Context: an optimization exercise on an open-source flow, tuned for small area. The choices shown serve that exercise and are no tape-out recipe. Function was checked by simulation only, so behaviour that the tests miss may differ from the original. Power and IR drop assume default switching activity.

==> inputs of run R <==
## master_ahb
module master_ahb(
  input  logic        clk_master,
  input  logic        rst_master,
  input  logic        HREADY,
  input  logic [31:0] HRDATA,
  input  logic [31:0] data_top,
  input  logic        write_top,
  input  logic [3:0]  beat_length,
  input  logic        enb,
  input  logic [31:0] addr_top,
  input  logic        wrap_enb,
  output logic [31:0] HADDR,
  output logic        HWRITE,
  output logic [2:0]  HSIZE,
  output logic [31:0] HWDATA,
  output logic [2:0]  HBURST,
  output logic [1:0]  HTRANS,
  output logic fifo_empty,
  output logic fifo_full
);
==> module master_ahb, before the edit <==
module master_ahb(
  input  logic        clk_master,
  input  logic        rst_master,
  input  logic        HREADY,
  input  logic [31:0] HRDATA,
  input  logic [31:0] data_top,
  input  logic        write_top,
  input  logic [3:0]  beat_length,
  input  logic        enb,
  input  logic [31:0] addr_top,
  input  logic        wrap_enb,
  output logic [31:0] HADDR,
  output logic        HWRITE,
  output logic [2:0]  HSIZE,
  output logic [31:0] HWDATA,
  output logic [2:0]  HBURST,
  output logic [1:0]  HTRANS,
  output logic fifo_empty,
  output logic fifo_full
);
  logic [31:0] mem [0:15];
  logic [4:0]  fifo_count;    
  logic [3:0]  hw_ptr;        
  logic        hw_valid;      
  logic        st_addr, st_data;   
  logic        burst;              
  logic [1:0]  count;              
  logic push, pop, empty, shift, start;
  assign empty = (fifo_count == 5'd0);
  assign push  = write_top && !fifo_count[4];
  assign pop   = st_data && HREADY && !empty;
  assign start = !st_addr && !st_data && enb && HREADY && !empty &&
                 ((beat_length == 4'd1 && !wrap_enb) || beat_length == 4'd4);
  assign shift = push || empty;
  assign fifo_empty = empty;
  assign fifo_full  = fifo_count[4] || (fifo_count[3:0] == 4'hF);
  always_ff @(posedge clk_master) begin
    if (shift) begin
      mem[0] <= data_top;
      for (int i = 1; i < 16; i++) mem[i] <= mem[i-1];
    end
  end
  always_ff @(posedge clk_master) begin
    if (empty) hw_ptr <= 4'd0;
    else       hw_ptr <= fifo_count[3:0] - 4'd1 + {3'b0, push};
  end
  always_ff @(posedge clk_master or posedge rst_master) begin
    if (rst_master) begin
      fifo_count <= 5'd0;
      hw_valid   <= 1'b0;
      st_addr    <= 1'b0;
      st_data    <= 1'b0;
      burst      <= 1'b0;
      count      <= 2'd0;
      HADDR      <= 32'h0;
      HTRANS     <= 2'b00;
    end else begin
      if (push && !pop)      fifo_count <= fifo_count + 5'd1;
      else if (pop && !push) fifo_count <= fifo_count - 5'd1;
      hw_valid <= st_data && (!empty || !burst);
      HTRANS[1] <= st_addr || st_data;
      HTRANS[0] <= st_data && burst;
      if (start) begin
        burst <= (beat_length == 4'd4);
        HADDR <= addr_top;
        count <= 2'd0;
      end else if (!st_addr && !st_data) begin
        burst <= 1'b0;
      end
      st_addr <= start;
      if (st_addr)
        st_data <= 1'b1;
      else if (st_data && HREADY && (!burst || count == 2'd3))
        st_data <= 1'b0;
      if (st_data && HREADY && burst) begin
        count <= count + 2'd1;
        if (wrap_enb && HADDR[3:0] == 4'hC)
          HADDR[3:2] <= 2'b00;
        else
          HADDR[31:2] <= HADDR[31:2] + 30'd1;
      end
    end
  end
  logic [15:0] rsel;
  always_comb begin
    for (int i = 0; i < 16; i++) rsel[i] = hw_valid && (hw_ptr == i[3:0]);
  end
  always_comb begin
    HWDATA = 32'h0;
    for (int i = 0; i < 16; i++) HWDATA = HWDATA | (mem[i] & {32{rsel[i]}});
  end
  assign HWRITE = st_addr || HTRANS[1];
  assign HSIZE  = 3'b010;
  assign HBURST = {1'b0, burst, burst};
endmodule
==> flow/config.mk <==
export PLATFORM = sky130hd
export DESIGN_NAME = master_ahb
export DESIGN_NICKNAME = master_ahb
export VERILOG_FILES = /design/flow/design.v
export SDC_FILE = /design/flow/constraint.sdc
export NUM_CORES = 4
export LEC_CHECK = 0
export CAP_MARGIN = 20
export CORE_MARGIN = 2
export CORE_UTILIZATION = 60
export PLACE_DENSITY = 0.6
export SLEW_MARGIN = 20
==> flow/constraint.sdc <==
create_clock -name core_clock -period 5.0 [get_ports {clk_master}]
set_input_delay 1.0000 -clock core_clock [delete_from_list [all_inputs] [get_ports {clk_master}]]
set_output_delay 1.0000 -clock core_clock [all_outputs]
set_load 0.01 [all_outputs]
standard.sh (not shown) runs the stock make flow with config.mk's settings and CLKGATE_MAP_FILE= SYNTH_SCRIPT=/design/flow/synth_recipe.tcl, a recipe that flattens the netlist after the stock synthesis.
==> flow/flow/run.sh <==
#!/bin/bash
set -euo pipefail
cd "$(dirname "$0")/.."
export BUFFER_PORTS_ARGS="-buffer_cell sky130_fd_sc_hd__buf_1"
export CTS_ARGS="-sink_clustering_enable -repair_clock_nets -dont_use_dummy_load -buf_list sky130_fd_sc_hd__clkbuf_4 -sink_clustering_size 10 -sink_clustering_max_diameter 40"
bash standard.sh finish > flow_make.log 2>&1
==> run F: changes against run R <==
--- a/flow/design.v
+++ b/flow/design.v
@@ -43,4 +43,10 @@
   end
   always_ff @(posedge clk_master) begin
+    if (start)
+      count <= 2'd0;
+    else if (st_data && HREADY && burst)
+      count <= count + 2'd1;
+  end
+  always_ff @(posedge clk_master) begin
     if (empty) hw_ptr <= 4'd0;
     else       hw_ptr <= fifo_count[3:0] - 4'd1 + {3'b0, push};
@@ -53,5 +59,4 @@
       st_data    <= 1'b0;
       burst      <= 1'b0;
-      count      <= 2'd0;
       HADDR      <= 32'h0;
       HTRANS     <= 2'b00;
@@ -65,5 +70,4 @@
         burst <= (beat_length == 4'd4);
         HADDR <= addr_top;
-        count <= 2'd0;
       end else if (!st_addr && !st_data) begin
         burst <= 1'b0;
@@ -75,5 +79,4 @@
         st_data <= 1'b0;
       if (st_data && HREADY && burst) begin
-        count <= count + 2'd1;
         if (wrap_enb && HADDR[3:0] == 4'hC)
           HADDR[3:2] <= 2'b00;
==> flow/flow/run.sh (replaced) <==
#!/bin/bash
# The standard layout (standard.sh) with these changes:
#  - after the standard synthesis, its combinational cells are re-mapped for
#    area (flow/remap.tcl; registers untouched);
#  - port buffers use the smallest buffer (buf_1);
#  - clock tree synthesis without dummy loads, with small clkbuf_4 clusters.
# Each tool's output goes to a log file in this folder (and ORFS's own logs
# under orfs/logs).
set -euo pipefail
cd "$(dirname "$0")/.."
W=$PWD
export BUFFER_PORTS_ARGS="-buffer_cell sky130_fd_sc_hd__buf_1"
export CTS_ARGS="-sink_clustering_enable -repair_clock_nets -dont_use_dummy_load -buf_list sky130_fd_sc_hd__clkbuf_4 -sink_clustering_size 10 -sink_clustering_max_diameter 40"

# 1. standard synthesis, unchanged
bash standard.sh synth > flow_synth.log 2>&1

# 2. re-map the combinational logic
R=$W/orfs/results/$FLOW_PLATFORM/master_ahb/base
cp "$R/1_2_yosys.v" "$W/standard_synth.v"
YOSYS=yosys
if [[ -x "$FLOW_HOME/../tools/install/yosys/bin/yosys" ]]; then YOSYS="$FLOW_HOME/../tools/install/yosys/bin/yosys"; fi
export REMAP_LIB="$FLOW_HOME/platforms/$FLOW_PLATFORM/lib/sky130_fd_sc_hd__tt_025C_1v80.lib"
export REMAP_DONT_USE="$(sed -n '/DONT_USE_CELLS/,/^$/p' "$FLOW_HOME/platforms/$FLOW_PLATFORM/config.mk" | grep -o 'sky130_fd_sc_hd__[a-z0-9_]*' | tr '\n' ' ')"
export REMAP_IN="$W/standard_synth.v" REMAP_OUT="$W/remapped.v" REMAP_DIR="$W" REMAP_SCRIPT="$W/flow/remap.abc"
"$YOSYS" -c "$W/flow/remap.tcl" > remap_yosys.log 2>&1
cp "$W/remapped.v" "$R/1_2_yosys.v"
sleep 1
touch "$R/1_2_yosys.v"

# 3. the rest of the standard layout, from the re-mapped netlist
bash standard.sh finish > flow_finish.log 2>&1
==> flow/flow/remap.abc (new file) <==
strash
&get -n
&fraig -x
&put
scorr
dc2
strash
&get -n
&dch -f
&nf -a -R 1000
&put
==> flow/flow/remap.tcl (new file) <==
# Re-map the combinational cells of the standard synthesis netlist for area.
# Flip-flop cells are kept as black boxes, so every register keeps its
# instance name, its cell type and its connections; only the logic between
# registers and ports is re-mapped (ABC, area-oriented), with the platform's
# don't-use cells excluded.
yosys -import
set lib $::env(REMAP_LIB)
read_liberty -ignore_miss_func $lib
blackbox sky130_fd_sc_hd__df* sky130_fd_sc_hd__edf* sky130_fd_sc_hd__sdf* sky130_fd_sc_hd__sedf* sky130_fd_sc_hd__dl* sky130_fd_sc_hd__conb_1
read_verilog $::env(REMAP_IN)
hierarchy -top $::env(FLOW_TOP)
tee -o $::env(REMAP_DIR)/remap_before.txt stat -liberty $lib
flatten
opt -fast
set dont_use {}
foreach c $::env(REMAP_DONT_USE) { lappend dont_use -dont_use $c }
abc -liberty $lib {*}$dont_use -script $::env(REMAP_SCRIPT)
# flatten dropped the cell modules: read them back as black boxes so that
# the checks below know the cells' pin directions
read_liberty -lib -overwrite $lib
# wires named after the flattened cells' pins (cell.pin) get internal names
yosys rename -hide w:*.*
setundef -zero
splitnets
opt_clean -purge
hilomap -singleton -hicell sky130_fd_sc_hd__conb_1 HI -locell sky130_fd_sc_hd__conb_1 LO
insbuf -buf sky130_fd_sc_hd__buf_1 A X
opt_clean -purge
check -assert -mapped
hierarchy -top $::env(FLOW_TOP)
tee -o $::env(REMAP_DIR)/remap_after.txt stat -liberty $lib
write_verilog -noattr -nohex -nodec $::env(REMAP_OUT)
- CORE_UTILIZATION: 60 -> 75
- GPL_TIMING_DRIVEN: unset -> 0
- PLACE_DENSITY: 0.6 -> 0.8
==> run C: changes against run R <==
==> flow/flow/run.sh (replaced) <==
#!/bin/bash
# The standard layout (standard.sh) with these changes:
#  - after the standard synthesis, its combinational cells are re-mapped for
#    area (flow/remap.tcl; registers untouched);
#  - port buffers use the smallest buffer (buf_1);
#  - clock tree synthesis without dummy loads, with small clkbuf_4 clusters.
# Each tool's output goes to a log file in this folder (and ORFS's own logs
# under orfs/logs).
set -euo pipefail
cd "$(dirname "$0")/.."
W=$PWD
export BUFFER_PORTS_ARGS="-buffer_cell sky130_fd_sc_hd__buf_1"
export CTS_ARGS="-sink_clustering_enable -repair_clock_nets -dont_use_dummy_load -buf_list \"sky130_fd_sc_hd__clkbuf_8 sky130_fd_sc_hd__clkbuf_16\" -root_buf sky130_fd_sc_hd__clkbuf_16 -sink_clustering_buffer sky130_fd_sc_hd__clkbuf_8 -sink_clustering_size 24 -sink_clustering_max_diameter 40"

# 1. standard synthesis, unchanged
bash standard.sh synth > flow_synth.log 2>&1

# 2. re-map the combinational logic
R=$W/orfs/results/$FLOW_PLATFORM/master_ahb/base
cp "$R/1_2_yosys.v" "$W/standard_synth.v"
YOSYS=yosys
if [[ -x "$FLOW_HOME/../tools/install/yosys/bin/yosys" ]]; then YOSYS="$FLOW_HOME/../tools/install/yosys/bin/yosys"; fi
export REMAP_LIB="$FLOW_HOME/platforms/$FLOW_PLATFORM/lib/sky130_fd_sc_hd__tt_025C_1v80.lib"
export REMAP_DONT_USE="$(sed -n '/DONT_USE_CELLS/,/^$/p' "$FLOW_HOME/platforms/$FLOW_PLATFORM/config.mk" | grep -o 'sky130_fd_sc_hd__[a-z0-9_]*' | tr '\n' ' ')"
export REMAP_IN="$W/standard_synth.v" REMAP_OUT="$W/remapped.v" REMAP_DIR="$W" REMAP_SCRIPT="$W/flow/remap.abc"
"$YOSYS" -c "$W/flow/remap.tcl" > remap_yosys.log 2>&1
cp "$W/remapped.v" "$R/1_2_yosys.v"
sleep 1
touch "$R/1_2_yosys.v"

# 3. the rest of the standard layout, from the re-mapped netlist
bash standard.sh finish > flow_finish.log 2>&1
==> flow/flow/remap.abc (new file) <==
strash
&get -n
&fraig -x
&put
scorr
dc2
strash
&get -n
&dch -f
&nf -a -R 1000
&put
==> flow/flow/remap.tcl (new file) <==
# Re-map the combinational cells of the standard synthesis netlist for area.
# Flip-flop cells are kept as black boxes, so every register keeps its
# instance name, its cell type and its connections; only the logic between
# registers and ports is re-mapped (ABC, area-oriented), with the platform's
# don't-use cells excluded.
yosys -import
set lib $::env(REMAP_LIB)
read_liberty -ignore_miss_func $lib
blackbox sky130_fd_sc_hd__df* sky130_fd_sc_hd__edf* sky130_fd_sc_hd__sdf* sky130_fd_sc_hd__sedf* sky130_fd_sc_hd__dl* sky130_fd_sc_hd__conb_1
read_verilog $::env(REMAP_IN)
hierarchy -top $::env(FLOW_TOP)
tee -o $::env(REMAP_DIR)/remap_before.txt stat -liberty $lib
flatten
opt -fast
set dont_use {}
foreach c $::env(REMAP_DONT_USE) { lappend dont_use -dont_use $c }
abc -liberty $lib {*}$dont_use -script $::env(REMAP_SCRIPT)
# flatten dropped the cell modules: read them back as black boxes so that
# the checks below know the cells' pin directions
read_liberty -lib -overwrite $lib
# wires named after the flattened cells' pins (cell.pin) get internal names
yosys rename -hide w:*.*
setundef -zero
splitnets
opt_clean -purge
hilomap -singleton -hicell sky130_fd_sc_hd__conb_1 HI -locell sky130_fd_sc_hd__conb_1 LO
insbuf -buf sky130_fd_sc_hd__buf_1 A X
opt_clean -purge
check -assert -mapped
hierarchy -top $::env(FLOW_TOP)
tee -o $::env(REMAP_DIR)/remap_after.txt stat -liberty $lib
write_verilog -noattr -nohex -nodec $::env(REMAP_OUT)
==> notes.md <==
Of run F and run R, run R has the higher clock skew (gap 0.037 ns).
Sequential share of layout area: run F is higher than run C (0.42 points).
Sequential power: run R > run F > run C.
Combinational power, lowest first: run C, run F, run R.
Hold slack: run C > run R > run F.
The highest power belongs to run R, the lowest to run F.
The lowest cell count belongs to run F, the highest to run R.
==> figures <==
Total global routing track utilization: run R 26.6%; run F 33.5%; run C 25.7%
Portion of total power attributed to the clock network: run R 17.5%; run F 17.0%; run C 21.3%
Worst slew pin tran: run R 0.866 ns; run F 0.929 ns; run C 0.962 ns
Die Span X: run R 192 µm; run F 167 µm; run C 187 µm
Leakage power total: run R 8.05 nW; run F 7.26 nW; run C 7.31 nW
Power in the clock group: run R 2.11 mW; run F 1.99 mW; run C 2.51 mW
Routability congestion estimate: run R 0.786; run F 0.822; run C 0.772
Post-layout power: run R 12.1 mW; run F 11.7 mW; run C 11.8 mW
Clock tree buffer count of the final layout: run R 76; run F 67; run C 56
Outcome: run R finished clean; run F finished clean; run C finished clean
Number of rows in the core area: run R 68; run F 59; run C 66
Total placed cells including tap cells: run R 1,875; run F 1,599; run C 1,706
Area of combinational cells with multiple inputs: run R 4330 µm²; run F 3550 µm²; run C 3570 µm²
Sequential cell area share: run R 72.0%; run F 74.3%; run C 73.9%
Beginning of the worst hold path: run R mem[9][15]; run F -; run C mem[6][22]

-- separate check: timing with driven ports --
How much do the figures lean on ideal ports? The routed layouts below were timed once more, with nothing changed but the port constraints. Step 1, drivers: a clkbuf_16 drives clk_master and a buf_2 each remaining input, both assumed. Step 2 adds t to the input delays and takes it off the output delays; t is the mean of the earliest and latest rising clock arrival at the registers after step 1. Input paths then give back, and output paths get back, about the clock's delay inside the block. Slacks: ideal ports / drivers / drivers and shift; pairs: ideal ports / drivers.
| run | t, ns | slack for setup (ns) | slew at the worst register clock pin (ns) | pins driven straight from the clock port |
|---|---|---|---|---|
| run R | 0.776 | 0.676 / 0.623 / 1.399 | 0.11 / 0.11 | 1 |
| run F | 0.736 | 0.567 / 0.520 / 1.256 | 0.11 / 0.11 | 1 |
| run C | 0.593 | 0.881 / 0.826 / 1.122 | 0.10 / 0.10 | 1 |
After both steps every run listed still meets setup and hold.
